From an optimization exercise on the open Yosys and OpenROAD flow, aimed at small area; shortcuts taken in it are not production practice.
Only simulation tests tie the RTL to the original design; equivalence was not proved.

## flow/design.v (module list and top-level ports; edited modules follow where they fit)
// module RAdd: 18 lines
// module FRoundPack: 29 lines
// module FAddPrep: 41 lines
// module FAddRaw: 38 lines
// module FAddRound: 9 lines
// module FMulPrep: 44 lines
// module FMulRound: 35 lines
// module MulUnit: 44 lines
// module AddUnit: 46 lines
// module PE: 89 lines
// module MulTree: 810 lines
module PE(
  input         clock,
  input         reset,
  input  [31:0] io_Xi_0,
  input  [31:0] io_Yi_0,
  input  [31:0] io_Xi_1,
  input  [31:0] io_Yi_1,
  input  [31:0] io_aggr_0,
  input  [31:0] io_aggr_1,
  input  [31:0] io_aggr_2,
  input  [31:0] io_aggr_3,
  input  [1:0]  io_m_0_sel,
  input  [1:0]  io_m_1_sel,
  input  [1:0]  io_m_2_sel,
  input  [1:0]  io_m_3_sel,
  input  [1:0]  io_m_4_sel,
  input  [1:0]  io_m_5_sel,
  input  [1:0]  io_m_6_sel,
  input  [1:0]  io_m_7_sel,
  input  [1:0]  io_m_8_sel,
  input  [1:0]  io_m_9_sel,
  input         io_addsub_0_op,
  input         io_addsub_1_op,
  input  [2:0]  io_rounding,
  input         io_tininess,
  input         io_use_int,
  output [31:0] io_out_0,
  output [31:0] io_out_1
);
  // ...
==> flow/run.sh <==
#!/bin/bash
# synth_recipe.tcl (not shown) runs the flow's synth.tcl, then flattens the netlist and writes it again
# the make line also repeats each setting of config.mk as NAME=value (left out here)
make -C /OpenROAD-flow-scripts/flow DESIGN_CONFIG=/design/flow/config.mk WORK_HOME=/design/flow/orfs CLKGATE_MAP_FILE= SYNTH_SCRIPT=/design/flow/synth_recipe.tcl finish
==> flow/config.mk <==
export PLATFORM = sky130hd
export DESIGN_NAME = PE
export DESIGN_NICKNAME = PE
export VERILOG_FILES = /design/flow/design.v
export SDC_FILE = /design/flow/constraint.sdc
export NUM_CORES = 4
export LEC_CHECK = 0
export ABC_AREA = 1
export CAP_MARGIN = 20
export CORE_MARGIN = 2
export CORE_UTILIZATION = 65
export SETUP_SLACK_MARGIN = 0.3
export SLEW_MARGIN = 20
==> flow/constraint.sdc <==
create_clock -name core_clock -period 16.0 [get_ports {clock}]
set_input_delay 3.2000 -clock core_clock [delete_from_list [all_inputs] [get_ports {clock}]]
set_output_delay 3.2000 -clock core_clock [all_outputs]
set_load 0.01 [all_outputs]
==> notes.md, run 1 <==
Critical-path top delay cell=dfxtp_1; Via Count=101,000; CTS tree=yes; final global-route overflow total=0; first-pass GRT wire length=598 mm; fraction of area in multi-input gates=52.3%; asr flop ratio synth=0%; Root Buffer=clkbuf_16; HP Class=flip-flop to flip-flop; global routing's busiest layer=met2; Worst Path Class, Setup=flip-flop to flip-flop; status=timing/DRC/antenna clean; CTS Hold Bufs=0; Mean Syn Cell Area=7.94 um^2; Slew Limit Headroom=21.7%; Inserted Clock Buffers=164; Stages on worst setup path=65; top-area cell type share of the netlist area=33.1%; DP Area=0.112 mm^2; final hold vios=0; Hold EP=add1.Mr[10]; CP max stage delay=1030 ps; port bufs=347; final setup vio count=0
==> inputs of run 2 (changes only) <==
==> flow/flow/run.sh (new file) <==
#!/bin/bash
# The standard layout, with clock tree synthesis told to use larger sink
# clusters and not to add dummy loads.
set -euo pipefail
bash standard.sh \
  "CTS_ARGS=-sink_clustering_enable -repair_clock_nets -dont_use_dummy_load -sink_clustering_size 20 -sink_clustering_max_diameter 60" \
  finish > orfs_flow.log 2>&1
==> flow/standard.sh (new file) <==
#!/bin/bash
# synth_recipe.tcl (not shown) runs the flow's synth.tcl, then flattens the netlist and writes it again
# the make line also repeats each setting of config.mk as NAME=value (left out here)
make -C /OpenROAD-flow-scripts/flow DESIGN_CONFIG=/design/flow/config.mk WORK_HOME=/design/flow/orfs CLKGATE_MAP_FILE= SYNTH_SCRIPT=/design/flow/synth_recipe.tcl "${@:-finish}"
removed: flow/run.sh
==> run 2 against run 1 <==
Net effect:
- maximum frequency rose by 0.70%
- synthesized cell count stayed put
- non-clock buffer count up 1
- area after synthesis did not move
- worst setup slack better by 100 ps
- utilization shrank 1.6 points
- sequential share of layout area is 0.70 points higher
- still clean
- clock skew up 76 ps
- global-route usage shrank 1.1 points
==> notes.md, run 2 <==
Final #Nets=14,800; Placeable Area=0.163 mm^2; area leader, netlist=dfxtp_1; final wirelength=396 mm; Critical-path top delay cell=dfxtp_1; final hold vios=0 (unchanged); Via Count=99,300 (-1.7%); reg2reg end=mul0.Y[7]; Hold Path Depth=0; f_max=68.6 MHz; Synth warnings=7; Die Wd=409 um; Inserted Clock Buffers=119 (-27%); delay-heaviest family, CP=adder cells; CTS Hold Bufs=0 (unchanged); Placer Congestion=1.05; Slew Limit Headroom=23.1% (+1.4 points); worst slew pin tran=1150 ps; CP max stage delay=1000 ps (-30 ps); CTS tree=yes; initial antenna violation count=43; HPWL Detailed=299 mm; most numerous cell in the Yosys netlist=nand2_1; Worst-path clk slew=80 ps; Die Ht=409 um; Synth area leaders=dfxtp_1 33%, fa_1 13%, nand2_1 8.6%; CP Max Fanout=33; Max-cap violations=0; RSZ-0062 raised after global routing=false; area grow syn2layout=7.69%; routed len/inst=25.4 um; cell mode on critical path=ha_1; flop-to-flop setup slack=1420 ps; H-tree levels=3; final setup vio count=0 (unchanged); Worst setup SP type=flip-flop; Tot GR Track Use=46.0%; synth unique cells=75; Initial Util=65.5%; Clock Tree Buf Depth=3; DP Area=0.112 mm^2 (unchanged); Synth Cell Area=0.107 mm^2; port bufs=347 (unchanged); asr flop ratio synth=0% (unchanged); I/O Pins=349; critical path data arrival time=15,230 ps; Hold Path Origin=pre_4[11]; Worst R2R Start=mul0.R[26]; required time of the worst setup path=16,650 ps; most common cell after layout, fill and taps aside=nand2_1; post-synthesis sequential area ratio=33.1%; status=timing/DRC/antenna clean; Post-CTS Setup Inserts=0; minimum clock period after layout=14,580 ps; drt first pass iters=22; Antenna Nets Post-Route=0; first-pass GRT wire length=585 mm (-2.1%); row cnt=148; top-area cell type share of the netlist area=33.1% (unchanged); DR vias/cell=6.38; critical path endpoint category=flip-flop; TNS Setup=0 ps; multi-input logic area=0.0615 mm^2; DRT iter0 DRCs=14,800; Filler Cell Count=12,500; # clock sinks=1,761; final global-route overflow total=0 (unchanged); Hold EP=add0.oa[11]; most frequent cells in the layout=2,444 x nand2_1, 1,878 x inv_1, 1,759 x dfxtp_1; FF/Latch Area=0.0353 mm^2; Synth top cells by count=2,448 x nand2_1, 1,883 x inv_1, 1,761 x dfxtp_1; Main synth FF type=dfxtp_1; post-CTS sizing=0; FF-to-FF path depth=65; clk latency of the worst-skew pair=800 ps; largest net degree at the start of global routing=134; DR DRC count=0; WP buf/inv=8; Top Registers=add0.A: 65 flops, add1.A: 65 flops; worst clock skew=106 ps; Synth Register Bits=1,761; die footprint=0.167 mm^2; number of global-route vias before repair=96,800; fin. max-slew vios=0; Root Buffer=clkbuf_16; Worst Path Class, Setup=flip-flop to flip-flop; post-route cell area=0.115 mm^2; share of post-route cells with drive strength above 1=4.64%; HP Class=flip-flop to flip-flop; synthesized instance count=13,400; Mean Syn Cell Area=7.94 um^2 (unchanged); Final Cycle Share=91.1%; Post-synth EDFFs=0
run 2: cell families after synthesis:
family | Yosys count | share of synthesized area [%]
multiplexers | 43 | 0.404
other | 1 | 0.00352
adder cells (fa/ha/maj) | 1192 | 18.8
XOR/XNOR | 815 | 6.71
AND/OR/NAND/NOR | 3886 | 14.8
AO/OA/AOI/OAI | 3053 | 16.7
flip-flops | 1761 | 33.1
buffers and inverters | 2669 | 9.53
run 2: per-layer routing:
| layer | GRT usage, % | up-vias | routed length [um] |
|---|---|---|---|
| met1 | 57.9 | 46400 | 145000 |
| li1 | - | 43500 | - |
| met5 | 0.115 | - | 189 |
| met4 | 29.6 | 26 | 31600 |
| met3 | 13.9 | 2081 | 52000 |
| met2 | 68.7 | 7254 | 167000 |
run 2: layout make-up:
cell class	count	area share, %
Multi-Input combinational cell	8991	53.6
Clock buffer	119	2.59
Sequential cell	1761	30.7
Timing Repair Buffer	545	4.35
Tap cell	2175	2.37
Inverter	1945	6.37
Antenna cell	25	0.0545
run 2: metrics by stage:
stage / worst slack [ps] / utilization [%] / hold slack, ps / instances
3_3_place_gp: 1880 / 68.7 / 310 / 15400
3_5_place_dp: 1620 / 68.7 / 312 / 15400
4_1_cts: 1580 / 70.5 / 272 / 15500
6_report: 1420 / 70.5 / 270 / 15600
5_1_grt: 424 / 70.5 / 282 / 15500
2_1_floorplan: 3480 / - / 310 / 13400
run 2: worst max path at each step:
stage            endpoint       start  cells past startpoint
3_3_place_gp    mul0.Y[7]  mul0.R[26]                     65
2_1_floorplan  add1.R[34]  io_use_int                     67
4_1_cts         mul0.Y[2]  mul0.R[26]                     65
5_1_grt         mul0.Y[7]  mul0.R[26]                     65
3_5_place_dp    mul0.Y[7]  mul0.R[26]                     65
6_report        mul0.Y[7]  mul0.R[26]                     65
==> inputs of run 3 (changes only) <==
==> flow/flow/run.sh (replaced) <==
#!/bin/bash
# The standard layout, with clock tree synthesis told to use larger sink
# clusters and not to add dummy loads.
set -euo pipefail
bash standard.sh \
  "CTS_ARGS=-sink_clustering_enable -repair_clock_nets -dont_use_dummy_load -sink_clustering_size 25 -sink_clustering_max_diameter 80" \
  finish > orfs_flow.log 2>&1
==> run 3 against run 2 <==
Net effect:
- global-route usage shrank 0.21 points
- cell area decreased by 0.60%
- critical path depth is the same
- clock skew shrank 6.2 ps
- flip-flop and latch count unchanged
==> notes.md, run 3 <==
post-synthesis sequential area ratio=33.1% (unchanged); final hold vios=0 (unchanged); RSZ-0062 raised after global routing=false; CP Max Fanout=33 (unchanged); Worst-path clk slew=100 ps (+20 ps); critical path data arrival time=15,190 ps (-40 ps); DRT iter0 DRCs=15,600 (+5.3%); largest net degree at the start of global routing=134 (unchanged); fin. max-slew vios=0 (unchanged); Mean Syn Cell Area=7.94 um^2 (unchanged); DR vias/cell=6.38 (about the same); drt first pass iters=20 (-9.1%); delay-heaviest family, CP=adder cells; Antenna Nets Post-Route=0 (unchanged); share of post-route cells with drive strength above 1=4.45% (-0.19 points); Max-cap violations=0 (unchanged); Synth Register Bits=1,761 (unchanged); Top Registers=add0.A: 65 flops, add1.A: 65 flops; flop-to-flop setup slack=1410 ps (-20 ps); critical path endpoint category=flip-flop; status=timing/DRC/antenna clean; area grow syn2layout=7.04%; Final #Nets=14,800 (-0.18%); met2 WL=166 mm (-0.57%); die footprint=0.167 mm^2 (unchanged); Placer Congestion=1.05 (unchanged); Post-synth EDFFs=0 (unchanged); CP max stage delay=1010 ps (about the same); synthesized instance count=13,400 (unchanged); CTS tree=yes; Worst Path Class, Setup=flip-flop to flip-flop; Clock Tree Buf Depth=3 (unchanged); final wirelength=395 mm (-0.16%); clk latency of the worst-skew pair=770 ps (-30 ps); final setup vio count=0 (unchanged); minimum clock period after layout=14,590 ps (+15.5 ps); Initial Util=65.5% (unchanged); post-route cell area=0.114 mm^2 (-0.60%); Filler Cell Count=12,600 (+0.56%); met3 wire len=51.5 mm (-0.86%); required time of the worst setup path=16,600 ps (-50 ps); Highest Signal Layer=met5; HP Class=flip-flop to flip-flop; Die Wd=409 um (unchanged); most numerous cell in the Yosys netlist=nand2_1; most frequent cells in the layout=2,444 x nand2_1, 1,878 x inv_1, 1,759 x dfxtp_1; top-area cell type share of the netlist area=33.1% (unchanged); Slew Limit Headroom=21.3% (-1.8 points); Main synth FF type=dfxtp_1; worst slew pin tran=1170 ps (+16.2 ps); Worst setup SP type=flip-flop; Synth Cell Area=0.107 mm^2 (unchanged); Post-CTS Setup Inserts=0 (unchanged); port bufs=347 (unchanged); M1 WL=145 mm (+0.43%); Final Cycle Share=91.2% (+0.097 points); post-CTS sizing=0 (unchanged); worst clock skew=99.9 ps (-6.19 ps); first-pass GRT wire length=582 mm (-0.53%); Root Buffer=clkbuf_16; f_max=68.5 MHz (-0.11%); DR DRC count=0 (unchanged); Synth top cells by count=2,448 x nand2_1, 1,883 x inv_1, 1,761 x dfxtp_1; Via Count=99,100 (-0.11%); routed len/inst=25.5 um (about the same); DP Area=0.112 mm^2 (unchanged); CTS Hold Bufs=0 (unchanged); initial antenna violation count=41 (-4.7%); Inserted Clock Buffers=91 (-24%); Placeable Area=0.163 mm^2 (unchanged); Die Ht=409 um (unchanged); # clock sinks=1,761 (unchanged); Critical-path top delay cell=dfxtp_1; area leader, netlist=dfxtp_1; TNS Setup=0 ps (unchanged); synth unique cells=75 (unchanged); Synth warnings=7 (unchanged); Tot GR Track Use=45.8% (-0.21 points); row cnt=148 (unchanged); I/O Pins=349 (unchanged); WP buf/inv=8 (unchanged); number of global-route vias before repair=96,300 (-0.52%); asr flop ratio synth=0% (unchanged); H-tree levels=3 (unchanged); most common cell after layout, fill and taps aside=nand2_1; cell mode on critical path=ha_1; Synth area leaders=dfxtp_1 33%, fa_1 13%, nand2_1 8.6%; HPWL Detailed=299 mm (unchanged); final global-route overflow total=0 (unchanged)
run 3: cell types whose count changed in the layout (fill, tap and decap cells not counted), sizes merged:
cell,delta
buf,+1
diode,-5
clkbuf,-28
run 3: through the flow:
stage | utilization (%) | setup slack (ps) | hold WS (ps) | std cells
after global placement | 68.7 | 1880 | 310 | 15400
after detailed placement | 68.7 | 1620 | 312 | 15400
after floorplan | - | 3480 | 310 | 13400
final | 70.1 | 1410 | 275 | 15500
after global routing | 70.1 | 434 | 266 | 15500
after CTS | 70.1 | 1550 | 268 | 15500
run 3: worst paths after layout:
check | endpoint | start | cells after the start
max | mul0.Y[20] | mul0.R[26] | 65
min | q_9[0] | o_9[0] | 0
max reg2reg | mul0.Y[20] | mul0.R[26] | 65
min reg2reg | q_9[0] | o_9[0] | 0
run 3: cell type report:
| cell class | instances | area [um^2] | share of cell area [%] |
|---|---|---|---|
| Multi-Input combinational cell | 8991 | 61500 | 53.9 |
| Sequential cell | 1761 | 35300 | 30.9 |
| Inverter | 1945 | 7310 | 6.41 |
| Timing Repair Buffer | 546 | 5020 | 4.40 |
| Tap cell | 2175 | 2720 | 2.38 |
| Clock buffer | 91 | 2280 | 2.00 |
| Antenna cell | 20 | 50.0 | 0.0439 |
run 3: worst reg2reg max path, delay by kind of cell, from the launching register on:
family | cells | cell delay [ps]
DFF | 1 | 1010
adders and majority gates | 33 | 7530
and+or+nand+nor | 7 | 1670
buffers and inverters | 8 | 1120
AOI/OAI and AO/OA | 16 | 2960
xor gates and xnor gates | 1 | 170
run 3: cells by family after synthesis:
| logic type | count (synthesis) | share of synthesized area [%] |
|---|---|---|
| other | 1 | 0.00352 |
| XOR/XNOR | 815 | 6.71 |
| buffers and inverters | 2669 | 9.53 |
| AO/OA/AOI/OAI | 3053 | 16.7 |
| multiplexers | 43 | 0.404 |
| flip-flops | 1761 | 33.1 |
| AND/OR/NAND/NOR | 3886 | 14.8 |
| adder cells (fa/ha/maj) | 1192 | 18.8 |
run 3: metal layers:
metal | track usage (%) | vias up
met1 | 58.2 | 46300
li1 | - | 43400
met4 | 28.8 | 22
met3 | 13.2 | 2051
met5 | 0 | -
met2 | 68.6 | 7295

separate check: timing with driven ports:
The flow's constraints put no driver on any port. The routed layouts listed below were extracted and timed again, unchanged, in two steps.
Step 1 assumes that a clkbuf_16 drives the clock port and a buf_2 every other input.
Step 2, shift: input delay + t, output delay - t, t = (earliest + latest rising clock arrival at the registers) / 2. This alone moves slack from input paths to output paths.
Slacks: no drivers / after step 1 / after step 2; pairs: no drivers / after step 1.
| run | t, ns | setup slack, ns | hold WS [ns] | pins driven straight from the clock port |
|---|---|---|---|---|
| run 1 | 0.931 | 1.319 / 1.319 / 1.319 | 0.316 / 0.316 / 0.316 | 1 |
| run 2 | 0.842 | 1.421 / 1.421 / 1.421 | 0.270 / 0.270 / 0.270 | 1 |
| run 3 | 0.809 | 1.406 / 1.406 / 1.406 | 0.275 / 0.275 / 0.275 | 1 |
After both steps every run listed still meets setup and hold.
